Source: an optimization exercise on an open RTL-to-GDS flow (aim: small area, a short achievable clock period and few clock cycles). Production flows keep margins and buffers that such runs may drop.
At most, simulation tests tie the RTL to the original design; equivalence was not proved.
The RTL of runs 1 and 3 was laid out without a check of its function.

==> design.v <==
`timescale 1ns / 1ps
module GCD(
    input         clk,
    input         rst,         
    input         start,       
    input  [15:0] a_in,
    input  [15:0] b_in,
    output        done,        
    output [15:0] Gcd,
    output [55:0] seg          
    );
    localparam STEPS = 3;      
    reg [16:0] F, G;
    reg [4:0]  D;
    reg [3:0]  K;
    reg        Busy;
    reg        Slow;           
    reg        Low;            
    reg [2:0]  Cnt;            
    reg        DoneReg;
    reg [18:0] Dg;             
    function [42:0] gstep(input [16:0] f, input [16:0] g, input [4:0] d,
                          input [3:0] k);
        reg        sub, swap, odd2;
        reg [15:0] sq;
        reg [17:0] x;
        reg [16:0] fo, go;
        reg [4:0]  dx;
        reg [1:0]  sh, dec;
        begin
            sub  = !(f[1] ^ g[1]);
            sq   = {g[16], g[16:2]} + ({f[16], f[16:2]} ^ {16{sub}}) + 16'd1;
            swap = d[4];
            odd2 = f[0] && g[0];
            x    = odd2 ? {sq[15], sq, 1'b0}
                 : (f[0] || !g[0]) ? {g[16], g} : {f[16], f};
            sh   = (!f[0] || x[1]) ? 2'd1 : x[2] ? 2'd2 : 2'd3;
            go   = (sh == 2'd1) ? x[17:1]
                 : (sh == 2'd2) ? {x[17], x[17:2]} : {{2{x[17]}}, x[17:3]};
            fo   = !f[0] ? (g[0] ? g : {f[16], f[16:1]})
                         : (odd2 && swap) ? g : f;
            dx   = ((!f[0] && g[0]) || (odd2 && swap)) ? ~d : d;
            dec  = !f[0] ? 2'd0 : (odd2 && swap) ? sh - 2'd1 : sh;
            gstep = {fo, go, dx - {3'd0, dec}, k + {3'd0, !f[0] && !g[0]}};
        end
    endfunction
    reg [16:0] fn, gn, fp, gp;
    reg [4:0]  dn;
    reg [3:0]  kn, kp;
    integer s;
    always @* begin
        fn = F; gn = G; dn = D; kn = K;
        fp = F; gp = G; kp = K;
        for (s = 0; s < STEPS; s = s + 1) begin
            if (s == STEPS - 1) begin fp = fn; gp = gn; kp = kn; end
            {fn, gn, dn, kn} = gstep(fn, gn, dn, kn);
        end
    end
    wire [16:0] Xfg   = fp ^ gp;
    wire        TermP = ((gp == 17'd0) && (fp[0] || fp == 17'd0))
                     || (fp[0] && gp[0] && (&Xfg[16:1] || !(|Xfg[16:1])));
    wire [16:0] Absf  = {fp[16:1] ^ {16{fp[16]}}, fp[0]};
    wire        Big16 = |Absf[15:12];
    wire        Big   = |Absf[15:8];
    wire        Fast  = !Big && (kp == 4'd0);
    function [3:0] add3(input [3:0] x);
        case (x)
            4'd5: add3 = 4'd8;
            4'd6: add3 = 4'd9;
            4'd7: add3 = 4'd10;
            4'd8: add3 = 4'd11;
            4'd9: add3 = 4'd12;
            default: add3 = x;
        endcase
    endfunction
    function [9:0] bcd8(input [7:0] v);
        reg [11:0] r;
        integer i;
        begin
            r = 12'd0;
            for (i = 7; i >= 0; i = i - 1) begin
                r[3:0] = add3(r[3:0]);
                r[7:4] = add3(r[7:4]);
                r = {r[10:0], v[i]};
            end
            bcd8 = r[9:0];
        end
    endfunction
    function [18:0] dabble(input [18:0] d, input bit_in);
        dabble = {d[17:16],
                  add3(d[15:12]), add3(d[11:8]), add3(d[7:4]), add3(d[3:0]),
                  bit_in};
    endfunction
    wire [7:0] V8 = Big16 ? Absf[15:8] : Big ? Absf[11:4] : Absf[7:0];
    wire [9:0] B8 = bcd8(V8);
    function [4:0] zflags(input [18:0] d);
        reg z4, z3, z2, z1, z0;
        begin
            z4 = (d[18:16] == 3'd0);
            z3 = z4 && (d[15:12] == 4'd0);
            z2 = z3 && (d[11:8] == 4'd0);
            z1 = z2 && (d[7:4] == 4'd0);
            z0 = z1 && (d[3:0] == 4'd0);
            zflags = {z4, z3, z2, z1, z0};
        end
    endfunction
    function [18:0] blank(input [18:0] d);
        reg [4:0] z;
        begin
            z = zflags(d);
            blank = d | {3'd0, {4{z[3]}}, {4{z[2]}}, {4{z[1]}}, {4{z[0]}}};
        end
    endfunction
    function [18:0] unblank(input [18:0] d);
        unblank = {d[18:16],
                   d[15:12] & {4{d[15:12] != 4'hF}}, d[11:8] & {4{d[11:8] != 4'hF}},
                   d[7:4] & {4{d[7:4] != 4'hF}}, d[3:0] & {4{d[3:0] != 4'hF}}};
    endfunction
    function [6:0] seg7(input [3:0] x);
        reg a, b, c, d, e, f, g;
        begin
            a = (!x[3] && !x[2] && !x[1] && x[0]) || (x[2] && !x[1] && !x[0])
                || (x[3] && x[2]);
            b = (x[2] && (x[1] ^ x[0])) || (x[3] && x[2]);
            c = (!x[2] && x[1] && !x[0]) || (x[3] && x[2]);
            d = a || (x[2] && x[1] && x[0]);
            e = x[0] || (x[2] && !x[1]);
            f = (!x[3] && !x[2] && (x[1] || x[0])) || (x[2] && x[1] && x[0]);
            g = (!x[3] && !x[2] && !x[1]) || (x[2] && x[1] && x[0]);
            seg7 = {g, f, e, d, c, b, a};
        end
    endfunction
    function [6:0] seg7t(input [2:0] y);
        reg a, b, c, d, e, f, g;
        begin
            a = !y[1] && (!y[2] || !y[0]);
            b = (y[2] && (y[1] ^ y[0])) || (!y[2] && !y[1] && !y[0]);
            c = !y[2] && !y[0];
            d = a;
            e = y[0] || !y[1];
            f = !y[2] || (y[1] && y[0]);
            g = !y[2] && !y[1];
            seg7t = {g, f, e, d, c, b, a};
        end
    endfunction
    assign seg  = {7'h7F, 7'h7F, 7'h7F, seg7t(Dg[18:16]),
                   seg7(Dg[15:12]), seg7(Dg[11:8]), seg7(Dg[7:4]), seg7(Dg[3:0])};
    assign Gcd  = F[15:0];
    assign done = DoneReg;
    wire Conv = Busy && !Slow && TermP;
    wire [18:0] DgNext = blank(dabble(unblank(Dg), Low ? F[Cnt] : 1'b0));
    always @(posedge clk) begin
        G <= Busy ? gn : {1'b0, b_in};
        D <= Busy ? dn : 5'd0;
        if (!Busy) begin
            F <= {1'b0, a_in};
            K <= 4'd0;
        end else if (Slow) begin
            if (!Low) begin
                F <= {F[15:0], 1'b0};
                K <= K - 4'd1;
            end
        end else begin
            F <= Conv ? Absf : fn;
            K <= kn;
        end
        if (Slow) Dg <= DgNext;
        else      Dg <= {3'd0, 4'hF, {2'd0, B8[9:8]} | {4{V8 < 8'd100}},
                         B8[7:4] | {4{V8 < 8'd10}}, B8[3:0] | {4{V8 == 8'd0}}};
        if (Slow) Cnt <= Cnt - 3'd1;
        else      Cnt <= {Big16, 2'b11};
        if (rst) begin
            Busy    <= 1'b0;
            Slow    <= 1'b0;
            DoneReg <= 1'b0;
        end else begin
            DoneReg <= 1'b0;
            if (start) begin
                Busy <= 1'b1;
            end else if (Slow) begin
                if (Low) begin
                    if (Cnt == 3'd0) begin
                        Low <= 1'b0;
                        if (K == 4'd0) begin
                            Slow    <= 1'b0;
                            Busy    <= 1'b0;
                            DoneReg <= 1'b1;
                        end
                    end
                end else if (K == 4'd1) begin
                    Slow    <= 1'b0;
                    Busy    <= 1'b0;
                    DoneReg <= 1'b1;
                end
            end else if (Conv) begin
                if (Fast) begin
                    Busy    <= 1'b0;
                    DoneReg <= 1'b1;
                end else begin
                    Slow <= 1'b1;
                    Low  <= Big;
                end
            end
        end
    end
endmodule
==> run.sh <==
#!/bin/bash
# synth_recipe.tcl (not shown) runs the flow's synth.tcl, then flattens the netlist and writes it again
# the make line also repeats each setting of config.mk as NAME=value (left out here)
make -C /OpenROAD-flow-scripts/flow DESIGN_CONFIG=/design/flow/config.mk WORK_HOME=/design/flow/orfs CLKGATE_MAP_FILE= SYNTH_SCRIPT=/design/flow/synth_recipe.tcl finish
==> config.mk <==
export PLATFORM = sky130hd
export DESIGN_NAME = GCD
export DESIGN_NICKNAME = GCD
export VERILOG_FILES = /design/flow/design.v
export SDC_FILE = /design/flow/constraint.sdc
export NUM_CORES = 4
export LEC_CHECK = 0
export ABC_AREA = 1
export CAP_MARGIN = 20
export CORE_MARGIN = 2
export CORE_UTILIZATION = 40
export CTS_BUF_LIST = sky130_fd_sc_hd__clkbuf_8
export SLEW_MARGIN = 20
==> constraint.sdc <==
create_clock -name core_clock -period 38.0 [get_ports {clk}]
set_input_delay 7.6000 -clock core_clock [delete_from_list [all_inputs] [get_ports {clk}]]
set_output_delay 7.6000 -clock core_clock [all_outputs]
set_load 0.01 [all_outputs]
==> notes.md, run 1 <==
- Drt via density: 5.43
- Worst setup EP type: flop
- Synth Flop Type: dfxtp_1
- Layout Skew: 0.0155 ns
- Grt ovf: 0
- Worst-margin pin slew: 1.07 ns
- Clock Pin Slew Worst Setup and Hold Paths: 0.08 ns
- Commonest non-fill, non-tap cell in the layout: nand2_1
- CP required: 38.26 ns
- CTS tree: built
- Worst-skew pair later-pin latency: 0.37 ns
- Chip Height: 174 um
- # H-tree levels: 3
- CTS Buf Count: 9
- Max-Cap Viols: 0
- Fillcell total: 3082
- Setup violators final: 0
- Tot GR Track Use: 0.269
- Post-CTS setup buffers: 0
- Core Box Area: 28600 um2
- Most frequent CP cell: nand2_1
- CP Max Fanout: 16
- Slowest-stage cell, CP: xnor2_2
- Area occupied by multi-input gates: 8420 um2
- CTS max path bufs: 2
- CTS sink cnt: 69
- Outcome: complete, no violations
- Arr. time, crit path: 10.05 ns
- CTS Hold Bufs: 0
- First-pass GRT wire length: 64400 um
- Seq cells post-synth: 69
- ANT nets after route: 0
- Io pins: 108
- Post-route minimum period: 9.79 ns
- Routed wire length: 41900 um
- Area of the mapped netlist: 11600 um2
- CP Buf/Inv Count: 5
- Final Wtd Congestion: 0.980
- Largest net degree at the start of global routing: 38
- Hold_sp: Cnt[0]
- Cell Count, Final, Fillers Out: 2380
- Post-synth EDFFs: 17
- Initial core utilization: 0.404
- Post-Synthesis Cells: 1951
- Area grow syn2layout: 10.1%
- Placed cells: 2363
- Mean Syn Cell Area: 5.93 um2
- CP Launch Type: flop
- YS warnings: 1
- Site Rows: 62
- Slew Viols, Final: 0
- Root Buffer: clkbuf_8
- IO Port Bufs: 86
- Fin Hold WS: 0.458 ns
- Worst setup startpoint: F[1]
- Fmax achieved: 102 MHz
- Post-CTS sizing: 0
- Worst hold path type: reg2reg
- Count of cell types in the netlist: 62
- Setup_tns: 0 ns
- Drt wl/cell: 17.6 um
- Post-Route Utilization: 0.445
- DIE WIDTH: 174 um
- FF-to-FF Start: F[1]
- Layout cells sized above 1: 0.0606
- Number of global-route vias before repair: 11600
- Diode count: 0
- Relative slew slack: 0.284
- Via count: 12900
- Die area: 30300 um2
- Antenna violations before repair: 0
- Sequential share of the synthesized area: 0.134
- Drt first pass iters: 6
- NumNets Final: 2110
- DRC: 0
- Crit path largest cell delay: 0.87 ns
- Worst setup path category: reg2reg
- Crit path max-delay family: simple AND/OR/NAND/NOR gates
- DP Wirelength: 34200 um
- Async SR Flop Fraction: 0
- Register area: 1550 um2
- Tcrit/Tclk final: 0.258
- DRT iter0 DRCs: 1429
- RSZ-0062 raised after global routing: no
- Final Hold Viols: 0
- Most frequent cells in the layout: 537 x nand2_1, 290 x inv_1, 138 x nand3_1
## synth_stat cells, types with 25 or more instances
library cell | number | area (um2)
nor2_1 | 123 | 462
a21oi_1 | 112 | 561
nand3_1 | 138 | 691
inv_1 | 290 | 1090
o22ai_1 | 28 | 175
buf_4 | 40 | 300
ha_1 | 77 | 963
clkbuf_1 | 25 | 93.8
nand2_1 | 537 | 2020
o221ai_1 | 30 | 263
o21ai_0 | 104 | 521
dfxtp_1 | 52 | 1040
nand2_2 | 31 | 194
nand4_1 | 31 | 194
xor2_1 | 85 | 744
## kinds of logic (layout without fill, tap and decap cells)
kind of cell	count (synthesis)	in the layout	synth area share
AO/OA/AOI/OAI	360	360	0.187
XOR/XNOR	102	102	0.0778
adder cells (fa/ha/maj)	84	84	0.0954
buffers and inverters	396	421	0.146
flip-flops	69	69	0.134
other	1	21	0.000324
AND/OR/NAND/NOR	939	939	0.359
## layout make-up
cell class | count | share of cell area
clock buffers | 9 | 0.00972
clock inverters | 7 | 0.00580
inverters | 313 | 0.0924
multi-input cells | 1506 | 0.661
flip-flops and latches | 69 | 0.122
well taps | 384 | 0.0377
repair buffers | 92 | 0.0714
## stage by stage
step | worst slack (ns) | cell area [um2]
after floorplan | 29.20 | 11600
after global placement | 28.42 | 12500
after detailed placement | 28.08 | 12500
after CTS | 28.06 | 12700
after global routing | 27.58 | 12700
final | 28.21 | 12700
## path summary, 6_finish.rpt
check,slack [ns],end,cells after the start
setup / recovery,28.21,D[4],37
setup reg to reg,28.21,D[4],37
hold / removal,0.46,Cnt[0],1
hold reg to reg,0.46,Cnt[0],1
## registers in the layout, indices dropped and copies added (netlist names)
signal,flops
G,17
Busy,1
Dg,19
Slow,1
Low,1
DoneReg,1
F,17
Cnt,3
K,4
D,5
## per-layer routing
layer | track usage | part of all wire | vias to the layer above
met5 | 0 | 0 | -
met4 | 0.0739 | 0.025 | 0
met3 | 0.0562 | 0.085 | 73
met2 | 0.412 | 0.43 | 542
met1 | 0.382 | 0.46 | 5900
li1 | - | - | 6418
## worst register-to-register path: cells and delay by family, from the launching register on
| kind | cells | cell delay, ns |
|---|---|---|
| compound gates | 10 | 2.35 |
| flops | 1 | 0.54 |
| fa+ha+maj | 5 | 1.70 |
| xor+xnor | 4 | 2.06 |
| simple gates | 13 | 2.40 |
| buf+inv | 5 | 0.63 |
==> run 2: changes to the inputs <==
--- a/design.v
+++ b/design.v
@@ -56,9 +56,7 @@
             {fn, gn, dn, kn} = gstep(fn, gn, dn, kn);
         end
     end
-    wire [16:0] Xfg   = fp ^ gp;
-    wire        TermP = ((gp == 17'd0) && (fp[0] || fp == 17'd0))
-                     || (fp[0] && gp[0] && (&Xfg[16:1] || !(|Xfg[16:1])));
+    wire        TermP = (gp == 17'd0) && (fp[0] || fp == 17'd0);
     wire [16:0] Absf  = {fp[16:1] ^ {16{fp[16]}}, fp[0]};
     wire        Big16 = |Absf[15:12];
     wire        Big   = |Absf[15:8];
==> notes.md, run 2 <==
- Outcome: complete, no violations
- Synth Flop Type: dfxtp_1
- Site Rows: 61
- CTS sink cnt: 69
- Worst setup EP type: primary output
- Setup violators final: 0
- Clock Pin Slew Worst Setup and Hold Paths: 0.08 ns
- Die area: 29100 um2
- Commonest non-fill, non-tap cell in the layout: nand2_1
- Post-Synth Adder-Cell Area: 0.0982
- Worst path cell trace: inv_1 -> ha_1 -> o21ai_0 -> clkdlybuf4s50_1
- Count of cell types in the netlist: 61
- Top-count cell post-synth: nand2_1
- Synth Area in Compound Gates: 0.194
- Cell accounting for the most synthesized area: nand2_1
- Chip Height: 171 um
- RSZ-0062 raised after global routing: no
- Worst setup path category: reg2out
- CP required: 30.40 ns
- Post-Synth XOR/XNOR Area: 0.0775
- Final Wtd Congestion: 1.00
- Hold_sp: Cnt[0]
- Number of global-route vias before repair: 11300
- Async SR Flop Fraction: 0
- Most frequent cells in the layout: 502 x nand2_1, 253 x inv_1, 148 x nand3_1
- Setup_tns: 0 ns
- NumNets Final: 2001
- ANT nets after route: 0
- Drt via density: 5.54
- Slowest-stage cell, CP: clkdlybuf4s50_1
- # H-tree levels: 3
- Root Buffer: clkbuf_8
- Post-CTS sizing: 0
- Post-Route Utilization: 0.445
- Slew Viols, Final: 0
- CTS max path bufs: 2
- Worst-skew pair later-pin latency: 0.37 ns
- Relative slew slack: 0.286
- Layout Skew: 0.0141 ns
- Seq cells post-synth: 69
- Sequential share of the synthesized area: 0.140
- Core Box Area: 27600 um2
- Grt ovf: 0
- Tcrit/Tclk final: 0.252
- Routed wire length: 40500 um
- DRC: 0
- Synth Area in Simple Gates: 0.348
- Max-Cap Viols: 0
- Worst-margin pin slew: 1.07 ns
- Arr. time, crit path: 1.98 ns
- Largest net degree at the start of global routing: 44
- Largest Register: Dg
- Post-CTS setup buffers: 0
- Area grow syn2layout: 10.3%
- DIE WIDTH: 171 um
- Io pins: 108
- Synth top area share: 0.170
- Layout cells sized above 1: 0.0630
- Initial core utilization: 0.403
- CP Launch Type: flop
- Drt first pass iters: 7
- Reg2reg setup slack: 28.77 ns
- Fin Hold WS: 0.426 ns
- DRT iter0 DRCs: 1427
- Antenna violations before repair: 0
- Post-Synthesis Cells: 1847
- Largest registers: Dg (19), F (17), G (17)
- CTS Hold Bufs: 0
- YS warnings: 1
- IO Port Bufs: 86
- Post-synth EDFFs: 17
- Worst hold path type: reg2reg
- Tot GR Track Use: 0.274
- CTS tree: built
- FF-to-FF Start: F[1]
- Fmax achieved: 104 MHz
- Mean Syn Cell Area: 6.02 um2
- CTS Buf Count: 9
- CP Max Fanout: 8
- Max FFs per register: 19
- Final Hold Viols: 0
- Crit path largest cell delay: 0.56 ns
- Worst setup startpoint: Dg[8]
- Via count: 12600
- DP Wirelength: 32600 um
- Commonest cells post-synth: 502 x nand2_1, 250 x inv_1, 148 x nand3_1
- Post-route minimum period: 9.58 ns
- Synth top area cells: nand2_1 17%, dfxtp_1 9.4%, ha_1 8.6%, inv_1 8.4%, nand3_1 6.7%
- Drt wl/cell: 17.9 um
- First-pass GRT wire length: 62100 um
- Area of the mapped netlist: 11100 um2
- Proportion of synthesized area in mux cells: 0
- Largest family of logic cells by synthesized area: simple AND/OR/NAND/NOR gates
-- run 2: cell count changes in the layout (fill, tap and decap cells not counted), moves of 8 or more --
cell and delta:
o21ai_0 -23, o221ai_1 -12, o211ai_1 +13, nand3b_1 -9
a221oi_1 +8, nand2_1 -35, xor2_1 -9, nand3_1 +10
nand4_1 -12, inv_1 -37
-- run 2: final timing paths --
| check | end | cells past startpoint |
|---|---|---|
| setup / recovery | seg[19] | 4 |
| hold / removal | Cnt[0] | 1 |
| setup reg to reg | D[4] | 41 |
| hold reg to reg | Cnt[0] | 1 |
-- run 2: kinds of logic (layout without fill, tap and decap cells) --
logic type,after synthesis,after routing
xor+xnor,94,94
flops,69,69
compound gates,353,353
fa+ha+maj,83,83
buf+inv,363,384
simple gates,884,884
other cells,1,22
-- run 2: worst max-delay path: cells and delay by family (launching register included) --
kind	cells	cell delay (ns)
adder cells (fa/ha/maj)	1	0.22
AO/OA/AOI/OAI	1	0.17
flip-flops	1	0.48
buffers and inverters	2	0.73
-- run 2: final cells by class --
cell class                 count  area (um2)
inverter                     273        1030
multi-input combinational   1435        8070
timing repair buffer          95         932
fill                        2943       15300
tap                          378         473
sequential                    69        1550
clock buffer                  11         151
clock inverter                 5        46.3
antenna                        1        2.50
-- run 2: stage by stage --
step,area (um2),setup slack (ns),std cells
floorplan,11200,29.04,1867
global placement,12000,28.81,2249
detailed placement,12000,28.44,2249
CTS,12200,28.40,2265
global route,12300,28.23,2266
finish,12300,28.42,2267
-- run 2: per-layer routing --
layer	vias to the layer above	routed length [um]	global-route usage
li1	6105	-	-
met1	5791	18400	0.389
met2	586	16900	0.411
met3	88	4040	0.0632
met4	0	1150	0.0780
met5	-	0	0
Testbench counts of run 2, summed over its fixed seeds: cycles 19,906.
==> run 3: changes to the inputs <==
--- a/design.v
+++ b/design.v
@@ -11,7 +11,7 @@
     );
     localparam STEPS = 3;      
     reg [16:0] F, G;
-    reg [4:0]  D;
+    reg [1:0]  D;
     reg [3:0]  K;
     reg        Busy;
     reg        Slow;           
@@ -19,18 +19,19 @@
     reg [2:0]  Cnt;            
     reg        DoneReg;
     reg [18:0] Dg;             
-    function [42:0] gstep(input [16:0] f, input [16:0] g, input [4:0] d,
+    function [39:0] gstep(input [16:0] f, input [16:0] g, input [1:0] d,
                           input [3:0] k);
         reg        sub, swap, odd2;
         reg [15:0] sq;
         reg [17:0] x;
         reg [16:0] fo, go;
-        reg [4:0]  dx;
-        reg [1:0]  sh, dec;
+        reg [1:0]  dq;
+        reg        e2, e1, e0, s1, s2, s3;
+        reg [1:0]  sh;
         begin
             sub  = !(f[1] ^ g[1]);
             sq   = {g[16], g[16:2]} + ({f[16], f[16:2]} ^ {16{sub}}) + 16'd1;
-            swap = d[4];
+            swap = d[1];
             odd2 = f[0] && g[0];
             x    = odd2 ? {sq[15], sq, 1'b0}
                  : (f[0] || !g[0]) ? {g[16], g} : {f[16], f};
@@ -39,13 +40,20 @@
                  : (sh == 2'd2) ? {x[17], x[17:2]} : {{2{x[17]}}, x[17:3]};
             fo   = !f[0] ? (g[0] ? g : {f[16], f[16:1]})
                          : (odd2 && swap) ? g : f;
-            dx   = ((!f[0] && g[0]) || (odd2 && swap)) ? ~d : d;
-            dec  = !f[0] ? 2'd0 : (odd2 && swap) ? sh - 2'd1 : sh;
-            gstep = {fo, go, dx - {3'd0, dec}, k + {3'd0, !f[0] && !g[0]}};
+            e2   = odd2 && swap && !d[0];            
+            e1   = odd2 && swap ? d[0] : !d[1] && d[0];
+            e0   = !odd2 || !swap ? (d == 2'b00) : 1'b0;
+            s1   = sh == 2'd1;
+            s2   = sh == 2'd2;
+            s3   = sh == 2'd3;
+            dq   = !f[0] ? (g[0] ? ~d : d)
+                 : {!((e2 && !s3) || (e1 && s1)),
+                    (e2 && (s1 || s3)) || (e1 && s2) || (e0 && s1)};
+            gstep = {fo, go, dq, k + {3'd0, !f[0] && !g[0]}};
         end
     endfunction
     reg [16:0] fn, gn, fp, gp;
-    reg [4:0]  dn;
+    reg [1:0]  dn;
     reg [3:0]  kn, kp;
     integer s;
     always @* begin
@@ -56,7 +64,9 @@
             {fn, gn, dn, kn} = gstep(fn, gn, dn, kn);
         end
     end
-    wire        TermP = (gp == 17'd0) && (fp[0] || fp == 17'd0);
+    wire [16:0] Xfg   = fp ^ gp;
+    wire        TermP = ((gp == 17'd0) && (fp[0] || fp == 17'd0))
+                     || (fp[0] && gp[0] && (&Xfg[16:1] || !(|Xfg[16:1])));
     wire [16:0] Absf  = {fp[16:1] ^ {16{fp[16]}}, fp[0]};
     wire        Big16 = |Absf[15:12];
     wire        Big   = |Absf[15:8];
@@ -149,7 +159,7 @@
     wire [18:0] DgNext = blank(dabble(unblank(Dg), Low ? F[Cnt] : 1'b0));
     always @(posedge clk) begin
         G <= Busy ? gn : {1'b0, b_in};
-        D <= Busy ? dn : 5'd0;
+        D <= Busy ? dn : 2'd0;
         if (!Busy) begin
             F <= {1'b0, a_in};
             K <= 4'd0;
==> notes.md, run 3 <==
- Synth top area share: 0.169
- Outcome: complete, no violations
- Finished Cell Area: 12700 um2
- DIE WIDTH: 174 um
- CTS sink cnt: 66
- Post-synth EDFFs: 17
- CP Launch Type: flop
- Tot GR Track Use: 0.274
- Post-CTS setup buffers: 0
- Worst hold path type: reg2reg
- Worst-skew pair later-pin latency: 0.37 ns
- Antenna violations before repair: 0
- Arr. time, crit path: 10.33 ns
- Final Hold Viols: 0
- Max FFs per register: 19
- CP required: 38.25 ns
- ANT nets after route: 0
- Setup violators final: 0
- FF-to-FF Start: F[1]
- Via count: 13000
- Worst setup EP type: flop
- Diode count: 0
- Slowest-stage cell, CP: xnor2_2
- Synth Area in Simple Gates: 0.366
- Mean Syn Cell Area: 5.98 um2
- Synth Area in Compound Gates: 0.204
- Setup_tns: 0 ns
- Worst setup path category: reg2reg
- Drt via density: 5.51
- Top-count cell post-synth: nand2_1
- Grt ovf: 0
- Initial core utilization: 0.405
- CTS Buf Count: 9
- DRT iter0 DRCs: 1509
- YS warnings: 1
- Number of global-route vias before repair: 11700
- Area of the mapped netlist: 11500 um2
- Relative slew slack: 0.286
- DP Wirelength: 34800 um
- Largest net degree at the start of global routing: 41
- DRC: 0
- Site Rows: 62
- DP Area: 12500 um2
- Largest Register: Dg
- Core Box Area: 28500 um2
- Reg2reg setup slack: 27.92 ns
- Routed wire length: 42800 um
- Worst-margin pin slew: 1.07 ns
- Commonest cells post-synth: 519 x nand2_1, 275 x inv_1, 137 x nand3_1
- Tcrit/Tclk final: 0.265
- Root Buffer: clkbuf_8
- Crit path largest cell delay: 0.89 ns
- NumNets Final: 2077
- Final Wtd Congestion: 0.990
- Post-Synth Adder-Cell Area: 0.0849
- Layout Skew: 0.0183 ns
- Synth top area cells: nand2_1 17%, inv_1 8.9%, dfxtp_1 8.5%, ha_1 7.8%, nand3_1 5.9%
- Largest registers: Dg (19), F (17), G (17)
- Hold path depth: 1
- Max-Cap Viols: 0
- CP Max Fanout: 20
- Io pins: 108
- Seq cells post-synth: 66
- Min-Delay Endpoint: Cnt[0]
- Drt wl/cell: 18.2 um
- Clock Pin Slew Worst Setup and Hold Paths: 0.08 ns
- RSZ-0062 raised after global routing: no
- Slew Viols, Final: 0
- Largest family of logic cells by synthesized area: simple AND/OR/NAND/NOR gates
- Sequential share of the synthesized area: 0.129
- Synth Flop Type: dfxtp_1
- Post-Synth XOR/XNOR Area: 0.0665
- Fmax achieved: 99.2 MHz
- Most frequent cells in the layout: 519 x nand2_1, 275 x inv_1, 137 x nand3_1
- Area grow syn2layout: 9.61%
- Post-Synthesis Cells: 1930
- CTS tree: built
- # H-tree levels: 3
- Layout cells sized above 1: 0.0888
- Count of cell types in the netlist: 64
- Post-CTS sizing: 0
- CTS Hold Bufs: 0
- CTS max path bufs: 2
- Commonest non-fill, non-tap cell in the layout: nand2_1
- Proportion of synthesized area in mux cells: 0
- FF-to-FF End: G[13]
- Chip Height: 174 um
- First-pass GRT wire length: 65500 um
- Drt first pass iters: 6
- Cell accounting for the most synthesized area: nand2_1
- Register-to-Register Path Depth: 51
- Die area: 30200 um2
- Most frequent CP cell: nand2_1
- IO Port Bufs: 86
- Async SR Flop Fraction: 0
- Post-route minimum period: 10.08 ns
- Hold_sp: Cnt[0]
## run 3: worst max-delay path: cells and delay by family, from the launching register on
family          cells  cell delay [ns]
flops               1             0.53
xor+xnor            6             2.36
buf+inv             8             0.78
fa+ha+maj           5             1.66
simple gates       18             2.96
compound gates     14             1.67
## run 3: how the worst max path moves through the flow
stage / depth (start not counted) / endpoint / startpoint
finish: 51 / G[13] / F[1]
global route: 51 / G[14] / F[1]
CTS: 45 / G[14] / F[1]
detailed placement: 45 / G[14] / F[1]
global placement: 45 / G[14] / F[1]
floorplan: 54 / G[12] / F[1]
## run 3: cell type report
type	instances	area [um2]
Clock buffer	11	151
Tap cell	384	480
Multi-Input combinational cell	1484	8410
Sequential cell	66	1490
Clock inverter	5	35.0
Timing Repair Buffer	94	921
Inverter	311	1170
Fill cell	3128	15900
## run 3: kinds of logic (layout without fill, tap and decap cells)
kind of cell    Yosys count  count (layout)
xor+xnor                 86              86
simple gates            923             923
compound gates          378             378
flops                    66              66
buf+inv                 400             421
other cells               1              21
fa+ha+maj                76              76
## run 3: routing by layer
layer	wire length, um	GRT usage	share of wire
met4	1250	0.0833	0.029
met3	3450	0.0381	0.081
met2	18800	0.438	0.44
met1	19300	0.383	0.45
met5	0	0	0
## run 3: metrics by stage
step / worst slack, ns / hold slack (ns) / cells / util
CTS: 28.03 / 0.458 / 2355 / 0.443
global placement: 28.24 / 0.440 / 2339 / 0.437
detailed placement: 28.06 / 0.441 / 2339 / 0.437
finish: 27.92 / 0.459 / 2355 / 0.443
global route: 27.04 / 0.476 / 2355 / 0.443
floorplan: 29.03 / 0.410 / 1950 / -

==> afterwards: timing with drivers on the ports <==
The results above use ideal ports. As a check the final layouts listed here were re-extracted and re-timed, cells and wires unchanged. Step 1 sets driving cells, clkbuf_16 on the clock port and buf_2 on the other inputs (assumed; they add their load-dependent delay and slew). Step 2 times the ports against the registers' clock, not the clock port: input delays grow and output delays shrink by t, the midpoint of the rising clock arrivals with the driver on. a / b / c = ideal ports / drivers / drivers and shift; a / b = the first two.
run | shift t [ns] | setup WS [ns] | worst setup path after step 2 | latest minus earliest clock arrival (ns) | worst slew at a driven data input, ns
run 1 | 0.398 | 28.208 / 28.208 / 28.208 | register to register | 0.015 / 0.016 | 0.06
run 2 | 0.407 | 28.421 / 28.381 / 28.766 | register to register | 0.014 / 0.014 | 0.08
run 3 | 0.407 | 27.921 / 27.921 / 27.921 | register to register | 0.019 / 0.018 | 0.06
After both steps setup and hold are still met in every run listed.
